This design comes from an exercise in tuning for a short achievable clock period and few clock cycles on the open sky130 flow, not from production work.
At most, simulation tests tie the RTL to the original design; equivalence was not proved.
Power is estimated from default activity; no workload was simulated.

==> inputs of v10 <==
// armv4core
module armv4core (
    input clk,
    input rst_n,
    input en,
    input           i_irq,
    input [31:0]    i_irq_r0,
    output          o_rom_en,
    output [31:0]   o_rom_addr,
    input [31:0]    i_rom_data,
    output          o_ram_en,
    output          o_ram_wr,
    output [1:0]    o_ram_size,
    output [31:0]   o_ram_addr,
    input [31:0]    i_ram_rdata,
    output [31:0]   o_ram_wdata
);
==> flow/config.mk <==
export PLATFORM = sky130hd
export DESIGN_NAME = armv4core
export DESIGN_NICKNAME = armv4core
export VERILOG_FILES = /design/flow/design.v
export SDC_FILE = /design/flow/constraint.sdc
export NUM_CORES = 8
export LEC_CHECK = 0
export CAP_MARGIN = 50
export CORE_MARGIN = 2
export CORE_UTILIZATION = 30
export GPL_TIMING_DRIVEN = 1
export SLEW_MARGIN = 50
export SYNTH_HIERARCHICAL = 1
export TNS_END_PERCENT = 10
==> flow/constraint.sdc <==
create_clock -name core_clock -period 12.5 [get_ports {clk}]
set_input_delay 2.5000 -clock core_clock [delete_from_list [all_inputs] [get_ports {clk}]]
set_output_delay 2.5000 -clock core_clock [all_outputs]
set_load 0.01 [all_outputs]
standard.sh (not shown) runs the stock make flow with config.mk's settings and CLKGATE_MAP_FILE= SYNTH_SCRIPT=/design/flow/synth_recipe.tcl, a recipe that flattens the netlist after the stock synthesis.
==> flow/flow/run.sh <==
#!/bin/bash
set -uo pipefail
MARGIN=$(cat flow/margin.txt 2>/dev/null || echo 8)
bash standard.sh SETUP_SLACK_MARGIN=$MARGIN "BUFFER_PORTS_ARGS=-buffer_cell sky130_fd_sc_hd__buf_4" finish > standard.log 2>&1
st=$?
cp -f orfs/logs/*/armv4core/base/*.log . 2>/dev/null || true
exit $st
==> flow/flow/margin.txt <==
8
==> inputs of v16, as changes to v10 <==
--- a/flow/design.v
+++ b/flow/design.v
@@ -107,16 +107,17 @@
     reg        rdwe_e, early_e;
     reg [31:0] early_val_e;
     reg        spsr_sel_e;
     reg        path_e;
     reg [31:0] alt_e, tgt_e, ptgt_e, pc_e;
     reg [31:0] addr_e;           
     reg        ram_en_q, ram_wr_q;
     reg        tmis_e;           
+    reg        ret_late_e;       
     reg        st_e, ld_e, sign_e, u_e, blk_l_e, blk_pc_e, blk_s_e;
     reg [1:0]  size_e;
     reg [3:0]  ldrd_e;
     reg [3:0]  cur_k_e;
     reg [15:0] rest_e;
     reg [31:0] wdata_e;
     reg        bl_e, bwd_e;
     reg        cpm_e;
@@ -197,33 +198,34 @@
         end else begin
             for (k = 0; k < 16; k = k + 1)
                 if (rest_e[k]) begin nk = k; end
         end
     end
     wire irq_take = v_e & k_irq & irq_ok;
     wire blk_final = k_blk & blk_pc_e & (e_left == 5'd1);
     wire swap_ret = v_e & blk_final & cp & blk_s_e;
-    wire ret_hit = path_e & (op2_e == ptgt_e);
+    wire [31:0] ret_val = (ret_late_e & w_v) ? w_data : op2_e;
+    wire ret_hit = path_e & (ret_val == ptgt_e);
     reg        redir_e;
     reg [31:0] tgt_re;
     always @(*) begin
         redir_e = 1'b0;
         tgt_re = alt_e;
         if (v_e) begin
             if (k_irq) begin
                 redir_e = 1'b1;
                 tgt_re = irq_ok ? 32'h0000_0004 : pc_e;
             end else if (k_b) begin
                 redir_e = (cp != path_e) | (cp & tmis_e);
                 tgt_re = (cp & tmis_e) ? tgt_e : alt_e;
             end else if (k_ret) begin
                 if (cp) begin
                     redir_e = ~ret_hit;
-                    tgt_re = op2_e;
+                    tgt_re = ret_val;
                 end else begin
                     redir_e = path_e;
                     tgt_re = alt_e;
                 end
             end else if (k_dppc) begin
                 redir_e = cp | path_e;
                 tgt_re = cp ? alu_res : alt_e;
             end else if (blk_final) begin
@@ -268,17 +270,18 @@
     wire [31:0] rd_p = wfd ? w_data : rfd;
     wire exa = e_early_q & (rd_e == ra_idx) & (ra_idx != 4'd15);
     wire exb = e_early_q & (rd_e == rb_idx) & (rb_idx != 4'd15);
     wire [31:0] ra_x = exa ? early_val_e : rfa;
     wire [31:0] rb_x = exb ? early_val_e : rfb;
     wire e_late_wr = e_late_q | e_earlyc_q;
     wire hz_a = ra_use & (ra_idx != 4'd15) & ((eld_any & (eld_rd == ra_idx)) |
                 (ra_early & e_late_wr & (rd_e == ra_idx)) | (ra_early & w_v & (w_rd == ra_idx)));
-    wire hz_b = rb_use & (rb_idx != 4'd15) & ((eld_any & (eld_rd == rb_idx)) |
+    wire ret_skip = r_ret & pr_taken;    
+    wire hz_b = rb_use & (rb_idx != 4'd15) & ((eld_any & (eld_rd == rb_idx) & ~ret_skip) |
                 (rb_early & e_late_wr & (rd_e == rb_idx)) | (rb_early & w_v & (w_rd == rb_idx)));
     wire hz_c = rc_use & (rc_idx != 4'd15) & ((eld_any & (eld_rd == rc_idx)) |
                 (rc_early & e_late_wr & (rd_e == rc_idx)) | (rc_early & w_v & (w_rd == rc_idx)));
     wire stm_hz = r_blk & ~r_load & eld_any & (|(ins_r[15:0] & eld_oh_q));
     wire rrx_hz = r_memreg & sh_rrx & v_e & (setf_e | k_msr);
     wire r_memop = r_ldr | r_hw | r_swp | r_blk;
     wire cond_hz = r_memop & (ins_r[31:28] != 4'he) & v_e & (setf_e | k_msr);
     wire hazard = hz_a | hz_b | hz_c | stm_hz | rrx_hz | cond_hz;
@@ -547,17 +550,17 @@
             r_pre <= 1'b0; rs_amt_q <= 8'd0; off_q <= 32'd0;
             v_e <= 1'b0; e_new <= 1'b0; e_left <= 5'd0; acc_left <= 5'd0;
             k_dp <= 1'b0; k_b <= 1'b0; k_ret <= 1'b0; k_dppc <= 1'b0; k_mem <= 1'b0; k_blk <= 1'b0;
             k_swp <= 1'b0; k_mrs <= 1'b0; k_msr <= 1'b0; k_irq <= 1'b0;
             cond_e <= 4'd0; op1_e <= 32'd0; op2_e <= 32'd0; shc_e <= 1'b0; shcf_e <= 1'b0; rrx_e <= 1'b0;
             inv_a_e <= 1'b0; inv_b_e <= 1'b0; cin_e <= 2'd0; lsel_e <= 2'd0; setf_e <= 1'b0; arith_e <= 1'b0;
             rd_e <= 4'd0; rdwe_e <= 1'b0; early_e <= 1'b0; early_val_e <= 32'd0; spsr_sel_e <= 1'b0;
             path_e <= 1'b0; alt_e <= 32'd0; tgt_e <= 32'd0; ptgt_e <= 32'd0; pc_e <= 32'd0;
-            addr_e <= 32'd0; ram_en_q <= 1'b0; ram_wr_q <= 1'b0; tmis_e <= 1'b0; st_e <= 1'b0; ld_e <= 1'b0;
+            addr_e <= 32'd0; ram_en_q <= 1'b0; ram_wr_q <= 1'b0; tmis_e <= 1'b0; ret_late_e <= 1'b0; st_e <= 1'b0; ld_e <= 1'b0;
             r_immx <= 32'd0; r_osel <= 6'd0;
             sign_e <= 1'b0; u_e <= 1'b0; blk_l_e <= 1'b0; blk_pc_e <= 1'b0; blk_s_e <= 1'b0; size_e <= 2'd0;
             ldrd_e <= 4'd0; bwd_e <= 1'b0; cpm_e <= 1'b0; idx_e <= 8'd0; cur_k_e <= 4'd0; rest_e <= 16'd0; wdata_e <= 32'd0; bl_e <= 1'b0;
             busy_q <= 1'b0; eld_q <= 1'b0; eld_rd_q <= 4'd0; eld_oh_q <= 16'd0; e_late_q <= 1'b0; e_early_q <= 1'b0; e_earlyc_q <= 1'b0;
             w_v <= 1'b0; w_rd <= 4'd0; w_sign <= 1'b0; w_size <= 2'd0; pcld_q <= 32'd0;
             ras_n <= 4'd0;
             btb_rr <= 3'd0;
             ghr <= 8'd0;
@@ -646,16 +649,17 @@
                 k_mem <= ~r_irq & (r_ldr | r_hw);
                 k_blk <= ~r_irq & r_blk;
                 k_swp <= ~r_irq & r_swp;
                 k_mrs <= ~r_irq & r_mrs;
                 k_msr <= ~r_irq & r_msr;
                 k_irq <= r_irq;
                 path_e <= path_r;
                 tmis_e <= pr_taken & r_b & (pr_tgt != b_tgt);
+                ret_late_e <= ret_skip & eld_q & (eld_rd_q == 4'd14);
                 alt_e <= alt_r;
                 tgt_e <= b_tgt;
                 ptgt_e <= ptgt_r;
                 op1_e <= ((x_op1z & ~r_memop) | r_irq | r_msr) ? 32'd0 :
                          (x_inv_a & ~r_memop) ? ~ra_p : ra_p;
                 if (r_irq | r_msr) op2_e <= rb_p;
                 else if (r_blk) op2_e <= ins_r[23] ? {25'd0, r_blk_n, 2'b00} : ~{25'd0, r_blk_n, 2'b00};
                 else if (r_ldr | r_hw) op2_e <= (r_memreg ? sh_res : r_imm) ^ {32{~ins_r[23]}};
--- a/flow/config.mk
+++ b/flow/config.mk
@@ -4,11 +4,12 @@
 export VERILOG_FILES = /design/flow/design.v
 export SDC_FILE = /design/flow/constraint.sdc
 export NUM_CORES = 8
 export LEC_CHECK = 0
 export CAP_MARGIN = 50
 export CORE_MARGIN = 2
 export CORE_UTILIZATION = 30
 export GPL_TIMING_DRIVEN = 1
+export MIN_ROUTING_LAYER = met2
 export SLEW_MARGIN = 50
 export SYNTH_HIERARCHICAL = 1
 export TNS_END_PERCENT = 10
==> summary.md <==
| Metric | Value |
|---|---|
| Status | complete, no violations |
| CTS Sinks | between 2000 and 3000 |
| CLK BUF | 486 |
| Residual DRC | 0 |
| Post-route cell area | 0.217 sq mm |
[end of results for v10]
==> summary.md <==
| Metric | Value |
|---|---|
| Failing step | global routing |
| Run Error | [ERROR GRT-0116] Global routing finished with congestion. Check the congestion regions in the DRC Viewer. |
| Status | did not finish |
| CTS Sinks | 2894 |
[end of results for v16]
Testbench counts of v10, summed over its fixed seeds: cycles 198,351.
Only the layout flow was run in v16; the RTL was not checked for function there.

---

==> run a: inputs <==
armv4core, a different RTL version from the one above (not shown whole).
clock: 12.5 ns
lec_check: 0
cap_margin: 50
core_margin: 2
core_utilization: 26
gpl_timing_driven: 1
slew_margin: 50
synth_hierarchical: 1
tns_end_percent: 100
Scripts as last shown in full above: flow/flow/run.sh, flow/flow/margin.txt
==> run b (differences from run a) <==
--- a/flow/design.v
+++ b/flow/design.v
@@ -119,15 +119,14 @@
     reg [31:0] alt_e, tgt_e, ptgt_e, pc_e;
     reg [31:0] addr_e;           
     reg        ram_en_q, ram_wr_q;
     reg        tmis_e;           
     reg        ret_late_e;       
     reg        fold_e;           
     reg        dfr_e;            
-    reg        ret_hit_q;        
     reg        eq_v;             
     reg [3:0]  eq_idx;
     reg [31:0] eq_data;
     reg        lc_a_e, lc_b_e;   
     reg        kill_q;           
     reg [31:0] kalt_q;           
     reg [7:0]  kill_g_q;
@@ -242,15 +241,15 @@
     wire blk_final = k_blk & blk_pc_e & (e_left == 5'd1);
     wire swap_ret = ev & blk_final & cp & blk_s_e;
     wire [3:0] nzcv_oth = swap_ret ? spsr_nzcv :
                           (ev & cp & k_msr & ~spsr_sel_e) ? op2_e[31:28] :
                           (ev & e_new & cp & setf_e) ? alu_nzcv : nzcv;
     wire [31:0] ret_val = (ret_late_e & w_v) ? w_data : op2_e;
     wire ret_hit = path_e & (ret_val == ptgt_e);         
-    wire ret_hit_e = path_e & ret_hit_q;                 
+    wire ret_hit_e = path_e & (op2_e == ptgt_e);         
     wire kill_n = (ev & e_new & k_ret & ret_late_e & cp & ~ret_hit) | st_inval;
     reg        redir_e;
     reg [31:0] tgt_re;
     always @(*) begin
         redir_e = 1'b0;
         tgt_re = alt_e;
         if (ev) begin
@@ -314,23 +313,14 @@
     wire wfa = w_we & (w_rd == ra_idx) & (ra_idx != 4'd15);
     wire wfb = w_we & (w_rd == rb_idx) & (rb_idx != 4'd15);
     wire wfc = w_we & (w_rd == rc_sel) & (rc_sel != 4'd15);
     wire [31:0] ra_p = efa ? e_data : wfa ? w_data : rfa;
     wire [31:0] rb_p = efb ? e_data : wfb ? w_data : rfb;
     wire qfc = eq_v & (eq_idx == rc_sel) & (rc_sel != 4'd15);
     wire [31:0] rc_p = efc ? e_data : wfc ? w_data : qfc ? eq_data : rfc;
-    reg  [7:0] rs_rf;
-    always @(*) begin
-        rs_rf = rc_pc ? pc8_r[7:0] : 8'd0;
-        for (k = 0; k < 15; k = k + 1) rs_rf = rs_rf | ({8{rc_sel1h[k]}} & rcur[k][7:0]);
-    end
-    wire rs_ok = rc_idx != 4'd15;
-    wire [7:0] rs_src = (e_early_q & e_we & (rd_e == rc_idx) & rs_ok) ? early_val_e[7:0] :
-                        (w_we & (w_rd == rc_idx) & rs_ok) ? w_data[7:0] :
-                        (eq_v & (eq_idx == rc_idx) & rs_ok) ? eq_data[7:0] : rs_rf;
     wire [31:0] rd_p = rc_p;
     wire [31:0] ra_x = rfa;
     wire [31:0] rb_x = rfb;
     wire e_late_wr = e_late_q | e_earlyc_q;
     wire ra_early_x = ra_early & ~((r_ldr | r_hw) & r_store & ins_r[24]);
     wire r_lcmp = ~r_irq & (r_dp_i | (r_dp_rs & r_lsl0)) & ((ins_r[24:21] == 4'b1010) | (ins_r[24:21] == 4'b1011));
     wire e_ld_sx = sign_e & ~k_blk;      
@@ -344,16 +334,15 @@
     wire hz_c = rc_use & (rc_idx != 4'd15) & ((eld_any & (eld_rd == rc_idx)) |
                 (rc_early & e_late_wr & (rd_e == rc_idx)) | (rc_early & w_v & (w_rd == rc_idx)));
     wire stm_hz = r_blk & ~r_load & eld_any & (|(ins_r[15:0] & eld_oh_q));
     wire rrx_hz = r_memreg & sh_rrx & v_e & (setf_e | k_msr);
     wire r_memop = r_ldr | r_hw | r_swp | r_blk;
     wire cond_hz = r_memop & (ins_r[31:28] != 4'he) & v_e & (setf_e | k_msr);
     wire lr_hz = (r_blk | r_swp) & v_e & e_new & k_ret & ret_late_e;
-    wire rt_hz = r_ret & e_late_wr & (rd_e == 4'd14);
-    wire hazard_c = hz_a | hz_b | hz_c | stm_hz | rrx_hz | cond_hz | lr_hz | rt_hz;    
+    wire hazard_c = hz_a | hz_b | hz_c | stm_hz | rrx_hz | cond_hz | lr_hz;    
     wire r_dstore = (r_ldr | r_hw) & r_store & ins_r[24];
     wire defer_r = r_dstore & (ra_idx != 4'd15) &
                    ((e_late_wr & (rd_e == ra_idx)) | (w_v & (w_rd == ra_idx)));
     reg  hazard_q;
     wire hazard = hazard_q;
     wire stall_r = e_busy | hazard | (r_needpre & ~r_pre);
     wire adv = ~(v_r & stall_r);
@@ -638,17 +627,16 @@
     wire pa_e = e_we & (rd_e == pa_idx) & (pa_idx != 4'd15);
     wire pa_w = w_we & (w_rd == pa_idx) & (pa_idx != 4'd15);
     wire pb_e = e_we & (rd_e == pb_idx) & (pb_idx != 4'd15);
     wire pb_w = w_we & (w_rd == pb_idx) & (pb_idx != 4'd15);
     wire pa_q = eq_v & (eq_idx == pa_idx) & (pa_idx != 4'd15);
     wire pb_q = eq_v & (eq_idx == pb_idx) & (pb_idx != 4'd15);
     wire go_n = v_r & adv;
-    wire r_movx = ~r_irq & (r_dp_i | (r_dp_rs & r_lsl0)) & (ins_r[24:21] == 4'b1101 || ins_r[24:21] == 4'b1111) &
-                  ~(~r_dp_i & e_late_wr & (rd_e == rb_idx));
-    wire [31:0] mov_val = (r_dp_i ? r_imm : efb ? early_val_e : wfb ? w_data : rb_val) ^ {32{ins_r[22]}};
+    wire r_movx = ~r_irq & (r_dp_i | (r_dp_rs & r_lsl0)) & (ins_r[24:21] == 4'b1101 || ins_r[24:21] == 4'b1111);
+    wire [31:0] mov_val = (r_dp_i ? r_imm : rb_p) ^ {32{ins_r[22]}};
     wire r_wbP = (r_ldr | r_hw) & ins_r[21] & ins_r[24];
     wire [3:0] n_eld_rd = e_busy ? nk : (r_blk ? r_first_k : ins_r[15:12]);
     wire [15:0] n_eld_oh = 16'd1 << n_eld_rd;
     wire n_eld = e_busy ? (k_blk & blk_l_e & (acc_left > 5'd1)) :
                  (go_n & ~r_irq & (((r_ldr | r_hw) & r_load) | r_swp | (r_blk & r_load)));
     wire n_late = ~e_busy & go_n & ((r_irq | ((r_dp_i | r_dp_rs | r_dp_rr) & x_rdwe & ~r_movx) | r_mrs |
                   (r_blk & ins_r[21]) | ((r_ldr | r_hw) & ~ins_r[24]) | (defer_r & ins_r[21])) |
@@ -692,24 +680,22 @@
     wire n_eld_sx = ~e_busy & go_n & ~r_irq & r_hw & ins_r[6] & r_load;
     wire hz_d = hzf(d_ra, dq_ra_use, dq_ra_early, dq_lcmp & ~n_eld_sx, n_eld, n_eld_rd, n_late, n_rd, n_wv, n_wrd) |
                 hzf(d_rb, dq_rb_use, dq_rb_early, dq_skip | (dq_lcmp & ~n_eld_sx), n_eld, n_eld_rd, n_late, n_rd, n_wv, n_wrd) |
                 hzf(d_rc, dq_rc_use, dq_rc_early, 1'b0, n_eld, n_eld_rd, n_late, n_rd, n_wv, n_wrd) |
                 (dq_stm & n_eld & (|(ins[15:0] & n_eld_oh))) |
                 ((dq_rrx | dq_cnd) & n_flagw) |
                 (~irq_inj & (d_mem | d_swp | d_blk) & n_dfr) |
-                (~irq_inj & (d_swp | d_blk) & n_lr) |
-                (~irq_inj & d_ret & n_late & (n_rd == 4'd14));
+                (~irq_inj & (d_swp | d_blk) & n_lr);
     wire hz_r = hzf(ra_idx, ra_use, ra_early_x, r_lcmp & ~n_eld_sx, n_eld, n_eld_rd, n_late, n_rd, n_wv, n_wrd) |
                 hzf(rb_idx, rb_use, rb_early, ret_skip | (r_lcmp & ~n_eld_sx), n_eld, n_eld_rd, n_late, n_rd, n_wv, n_wrd) |
                 hzf(rc_idx, rc_use, rc_early, 1'b0, n_eld, n_eld_rd, n_late, n_rd, n_wv, n_wrd) |
                 (r_blk & ~r_load & n_eld & (|(ins_r[15:0] & n_eld_oh))) |
                 (((r_memreg & sh_rrx) | (r_memop & (ins_r[31:28] != 4'he))) & n_flagw) |
                 (r_memop & n_dfr) |
-                ((r_blk | r_swp) & n_lr) |
-                (r_ret & n_late & (n_rd == 4'd14));
+                ((r_blk | r_swp) & n_lr);
     reg        x_inv_a, x_inv_b, x_arith, x_rdwe, x_op1z;
     reg [1:0]  x_cin, x_lsel;
     always @(*) begin
         x_inv_a = 1'b0; x_inv_b = 1'b0; x_arith = 1'b0; x_rdwe = 1'b1; x_op1z = 1'b0;
         x_cin = 2'd0; x_lsel = 2'd0;
         case (ins_r[24:21])
             4'b0000: x_lsel = 2'd1;
@@ -766,15 +752,15 @@
             v_e <= 1'b0; e_new <= 1'b0; e_left <= 5'd0; acc_left <= 5'd0;
             k_dp <= 1'b0; k_b <= 1'b0; k_ret <= 1'b0; k_dppc <= 1'b0; k_mem <= 1'b0; k_blk <= 1'b0;
             k_swp <= 1'b0; k_mrs <= 1'b0; k_msr <= 1'b0; k_irq <= 1'b0;
             cond_e <= 4'd0; op1_e <= 32'd0; op2_e <= 32'd0; shc_e <= 1'b0; shcf_e <= 1'b0; rrx_e <= 1'b0;
             inv_a_e <= 1'b0; inv_b_e <= 1'b0; cin_e <= 2'd0; lsel_e <= 2'd0; setf_e <= 1'b0; arith_e <= 1'b0;
             rd_e <= 4'd0; rdwe_e <= 1'b0; early_e <= 1'b0; early_val_e <= 32'd0; spsr_sel_e <= 1'b0;
             path_e <= 1'b0; alt_e <= 32'd0; tgt_e <= 32'd0; ptgt_e <= 32'd0; pc_e <= 32'd0;
-            addr_e <= 32'd0; ram_en_q <= 1'b0; ram_wr_q <= 1'b0; tmis_e <= 1'b0; ret_late_e <= 1'b0; fold_e <= 1'b0; fcond_e <= 4'd0; dfr_e <= 1'b0; dfr_pc <= 32'd0; ret_hit_q <= 1'b0; eq_v <= 1'b0; eq_idx <= 4'd0; eq_data <= 32'd0; lc_a_e <= 1'b0; lc_b_e <= 1'b0; kill_q <= 1'b0; kalt_q <= 32'd0; kill_g_q <= 8'd0; host_e <= 1'b0;
+            addr_e <= 32'd0; ram_en_q <= 1'b0; ram_wr_q <= 1'b0; tmis_e <= 1'b0; ret_late_e <= 1'b0; fold_e <= 1'b0; fcond_e <= 4'd0; dfr_e <= 1'b0; dfr_pc <= 32'd0; eq_v <= 1'b0; eq_idx <= 4'd0; eq_data <= 32'd0; lc_a_e <= 1'b0; lc_b_e <= 1'b0; kill_q <= 1'b0; kalt_q <= 32'd0; kill_g_q <= 8'd0; host_e <= 1'b0;
             prev_v <= 1'b0; prev_host <= 1'b0; prev_setf <= 1'b0; prev_pc <= 32'd0; st_e <= 1'b0; ld_e <= 1'b0;
             r_immx <= 32'd0; r_osel <= 6'd0;
             sign_e <= 1'b0; u_e <= 1'b0; blk_l_e <= 1'b0; blk_pc_e <= 1'b0; blk_s_e <= 1'b0; size_e <= 2'd0;
             ldrd_e <= 4'd0; bwd_e <= 1'b0; cpm_e <= 1'b0; idx_e <= 10'd0; g_e <= 8'd0; cur_k_e <= 4'd0; nk_e <= 4'd0; rest2_e <= 16'd0; wdata_e <= 32'd0; bl_e <= 1'b0;
             hazard_q <= 1'b0; busy_q <= 1'b0; eld_q <= 1'b0; eld_rd_q <= 4'd0; eld_oh_q <= 16'd0; e_late_q <= 1'b0; e_early_q <= 1'b0; e_earlyc_q <= 1'b0;
             w_v <= 1'b0; w_rd <= 4'd0; w_sign <= 1'b0; w_size <= 2'd0; pcld_q <= 32'd0;
             ras_n <= 4'd0; ras_sp <= 3'd0; ras_tq <= 14'd0;
@@ -896,15 +882,14 @@
                 k_blk <= ~r_irq & r_blk;
                 k_swp <= ~r_irq & r_swp;
                 k_mrs <= ~r_irq & r_mrs;
                 k_msr <= ~r_irq & r_msr;
                 k_irq <= r_irq;
                 path_e <= path_r;
                 tmis_e <= pr_taken & r_b & (pr_tgt != b_tgt);
-                ret_hit_q <= ((wfb ? w_data : rb_val) == ptgt_r);
                 lc_a_e <= r_lcmp_ok & ra_use & eld_q & cpm_e & ~kill_q & (eld_rd_q == ra_idx) & (ra_idx != 4'd15);
                 lc_b_e <= r_lcmp_ok & rb_use & eld_q & cpm_e & ~kill_q & (eld_rd_q == rb_idx) & (rb_idx != 4'd15);
                 fold_e <= pr_fold & r_hostok;
                 fcond_e <= pr_fcond;
                 host_e <= r_hostable;
                 ret_late_e <= ret_skip & eld_q & (eld_rd_q == 4'd14);
                 alt_e <= (pr_fold & r_hostok) ? pc8_r : alt_r;
@@ -985,20 +970,20 @@
                       dfr_e ? alu_res :
                       blk_acc ? (u_e ? addr_e + 32'd4 : addr_e - 32'd4) : addr_e;
             if (v_r & ~adv & ~e_busy & ~hazard & r_needpre & ~r_pre) begin
                 r_pre <= 1'b1;
                 off_q <= {sh_rrx ? nzcv[1] : sh_res[31], sh_res[30:0]} ^ {32{~ins_r[23]}};
             end
             if (v_r & r_dp_rr & ~r_pre & ~e_busy & ~hazard) begin
-                rs_amt_q <= rs_src[7:0];
-                sh_amt <= rs_src[4:0];
-                sh_zero <= (rs_src[7:0] == 8'd0);
-                sh_big <= (rs_src[7:5] != 3'd0);
-                sh_eq32 <= (rs_src[7:0] == 8'd32);
-                sh_k <= (ins_r[6:5] == 2'd0) ? (5'd0 - rs_src[4:0]) : rs_src[4:0];
+                rs_amt_q <= rc_p[7:0];
+                sh_amt <= rc_p[4:0];
+                sh_zero <= (rc_p[7:0] == 8'd0);
+                sh_big <= (rc_p[7:5] != 3'd0);
+                sh_eq32 <= (rc_p[7:0] == 8'd32);
+                sh_k <= (ins_r[6:5] == 2'd0) ? (5'd0 - rc_p[4:0]) : rc_p[4:0];
             end
             if (redir_e | (adv & v_r & redir_r)) begin
                 pc_f <= redir_e ? tgt_re : tgt_rr;
                 v_d <= 1'b0;
                 hold_v <= 1'b0;
                 rom_en_q <= 1'b1;
             end else begin
Settings changed: CORE_UTILIZATION 26 to 30, TNS_END_PERCENT 100 to 10.
==> run c (differences from run a) <==
--- a/flow/design.v
+++ b/flow/design.v
@@ -314,23 +314,15 @@
     wire wfa = w_we & (w_rd == ra_idx) & (ra_idx != 4'd15);
     wire wfb = w_we & (w_rd == rb_idx) & (rb_idx != 4'd15);
     wire wfc = w_we & (w_rd == rc_sel) & (rc_sel != 4'd15);
     wire [31:0] ra_p = efa ? e_data : wfa ? w_data : rfa;
     wire [31:0] rb_p = efb ? e_data : wfb ? w_data : rfb;
     wire qfc = eq_v & (eq_idx == rc_sel) & (rc_sel != 4'd15);
     wire [31:0] rc_p = efc ? e_data : wfc ? w_data : qfc ? eq_data : rfc;
-    reg  [7:0] rs_rf;
-    always @(*) begin
-        rs_rf = rc_pc ? pc8_r[7:0] : 8'd0;
-        for (k = 0; k < 15; k = k + 1) rs_rf = rs_rf | ({8{rc_sel1h[k]}} & rcur[k][7:0]);
-    end
-    wire rs_ok = rc_idx != 4'd15;
-    wire [7:0] rs_src = (e_early_q & e_we & (rd_e == rc_idx) & rs_ok) ? early_val_e[7:0] :
-                        (w_we & (w_rd == rc_idx) & rs_ok) ? w_data[7:0] :
-                        (eq_v & (eq_idx == rc_idx) & rs_ok) ? eq_data[7:0] : rs_rf;
+    wire [31:0] rs_src = (efc & e_early_q) ? early_val_e : wfc ? w_data : qfc ? eq_data : rfc;
     wire [31:0] rd_p = rc_p;
     wire [31:0] ra_x = rfa;
     wire [31:0] rb_x = rfb;
     wire e_late_wr = e_late_q | e_earlyc_q;
     wire ra_early_x = ra_early & ~((r_ldr | r_hw) & r_store & ins_r[24]);
     wire r_lcmp = ~r_irq & (r_dp_i | (r_dp_rs & r_lsl0)) & ((ins_r[24:21] == 4'b1010) | (ins_r[24:21] == 4'b1011));
     wire e_ld_sx = sign_e & ~k_blk;      
@@ -638,17 +630,16 @@
     wire pa_e = e_we & (rd_e == pa_idx) & (pa_idx != 4'd15);
     wire pa_w = w_we & (w_rd == pa_idx) & (pa_idx != 4'd15);
     wire pb_e = e_we & (rd_e == pb_idx) & (pb_idx != 4'd15);
     wire pb_w = w_we & (w_rd == pb_idx) & (pb_idx != 4'd15);
     wire pa_q = eq_v & (eq_idx == pa_idx) & (pa_idx != 4'd15);
     wire pb_q = eq_v & (eq_idx == pb_idx) & (pb_idx != 4'd15);
     wire go_n = v_r & adv;
-    wire r_movx = ~r_irq & (r_dp_i | (r_dp_rs & r_lsl0)) & (ins_r[24:21] == 4'b1101 || ins_r[24:21] == 4'b1111) &
-                  ~(~r_dp_i & e_late_wr & (rd_e == rb_idx));
-    wire [31:0] mov_val = (r_dp_i ? r_imm : efb ? early_val_e : wfb ? w_data : rb_val) ^ {32{ins_r[22]}};
+    wire r_movx = ~r_irq & (r_dp_i | (r_dp_rs & r_lsl0)) & (ins_r[24:21] == 4'b1101 || ins_r[24:21] == 4'b1111);
+    wire [31:0] mov_val = (r_dp_i ? r_imm : rb_p) ^ {32{ins_r[22]}};
     wire r_wbP = (r_ldr | r_hw) & ins_r[21] & ins_r[24];
     wire [3:0] n_eld_rd = e_busy ? nk : (r_blk ? r_first_k : ins_r[15:12]);
     wire [15:0] n_eld_oh = 16'd1 << n_eld_rd;
     wire n_eld = e_busy ? (k_blk & blk_l_e & (acc_left > 5'd1)) :
                  (go_n & ~r_irq & (((r_ldr | r_hw) & r_load) | r_swp | (r_blk & r_load)));
     wire n_late = ~e_busy & go_n & ((r_irq | ((r_dp_i | r_dp_rs | r_dp_rr) & x_rdwe & ~r_movx) | r_mrs |
                   (r_blk & ins_r[21]) | ((r_ldr | r_hw) & ~ins_r[24]) | (defer_r & ins_r[21])) |
==> flow/flow/margin.txt (replaced) <==
10
Settings changed: CORE_UTILIZATION 26 to 30.
==> comparison <==
Run c did not get past global routing on GRT-0232. Run b finished with timing, DRC and antenna clean. Run a finished clean.
Of run b and run a, run a has the higher first-iteration DRC count (gap 9.1%, measured against run a).
Of run a and run b, run a has the higher final cell count (gap 7.1%, measured against run b).
Synthesized cell count, highest first: run a, run c, run b.
Against run b, the total power of run a is smaller by about 4%.
Testbench counts of run a, summed over its fixed seeds: cycles 179,045.
Testbench counts of run b, summed over its fixed seeds: cycles 179,045.
Testbench counts of run c, summed over its fixed seeds: cycles 179,045.

-- re-timing with driven ports --
No port has a modelled driver above. Below, the same layouts with a new extraction and two added sets of constraints.
Step 1 assumes that a clkbuf_16 drives the clock port and a buf_2 every other input.
Step 2 times the ports against the registers' clock, not the clock port: input delays grow and output delays shrink by t, the midpoint of the rising clock arrivals with the driver on.
a / b / c = ideal / step 1 / step 2; a / b = the first two.
run	t, ns	setup WS [ns]	slew at the worst register clock pin (ns)
v10	1.150	7.372 / 7.372 / 6.322	0.08 / 0.08
run a	1.218	7.644 / 7.350 / 6.132	0.08 / 0.08
run b	1.178	7.207 / 7.207 / 6.203	0.07 / 0.07
After both steps every run listed still meets setup and hold. For run a, which loses most, drivers alone change the setup slack by -0.294 ns; drivers and shift together by -1.512 ns.
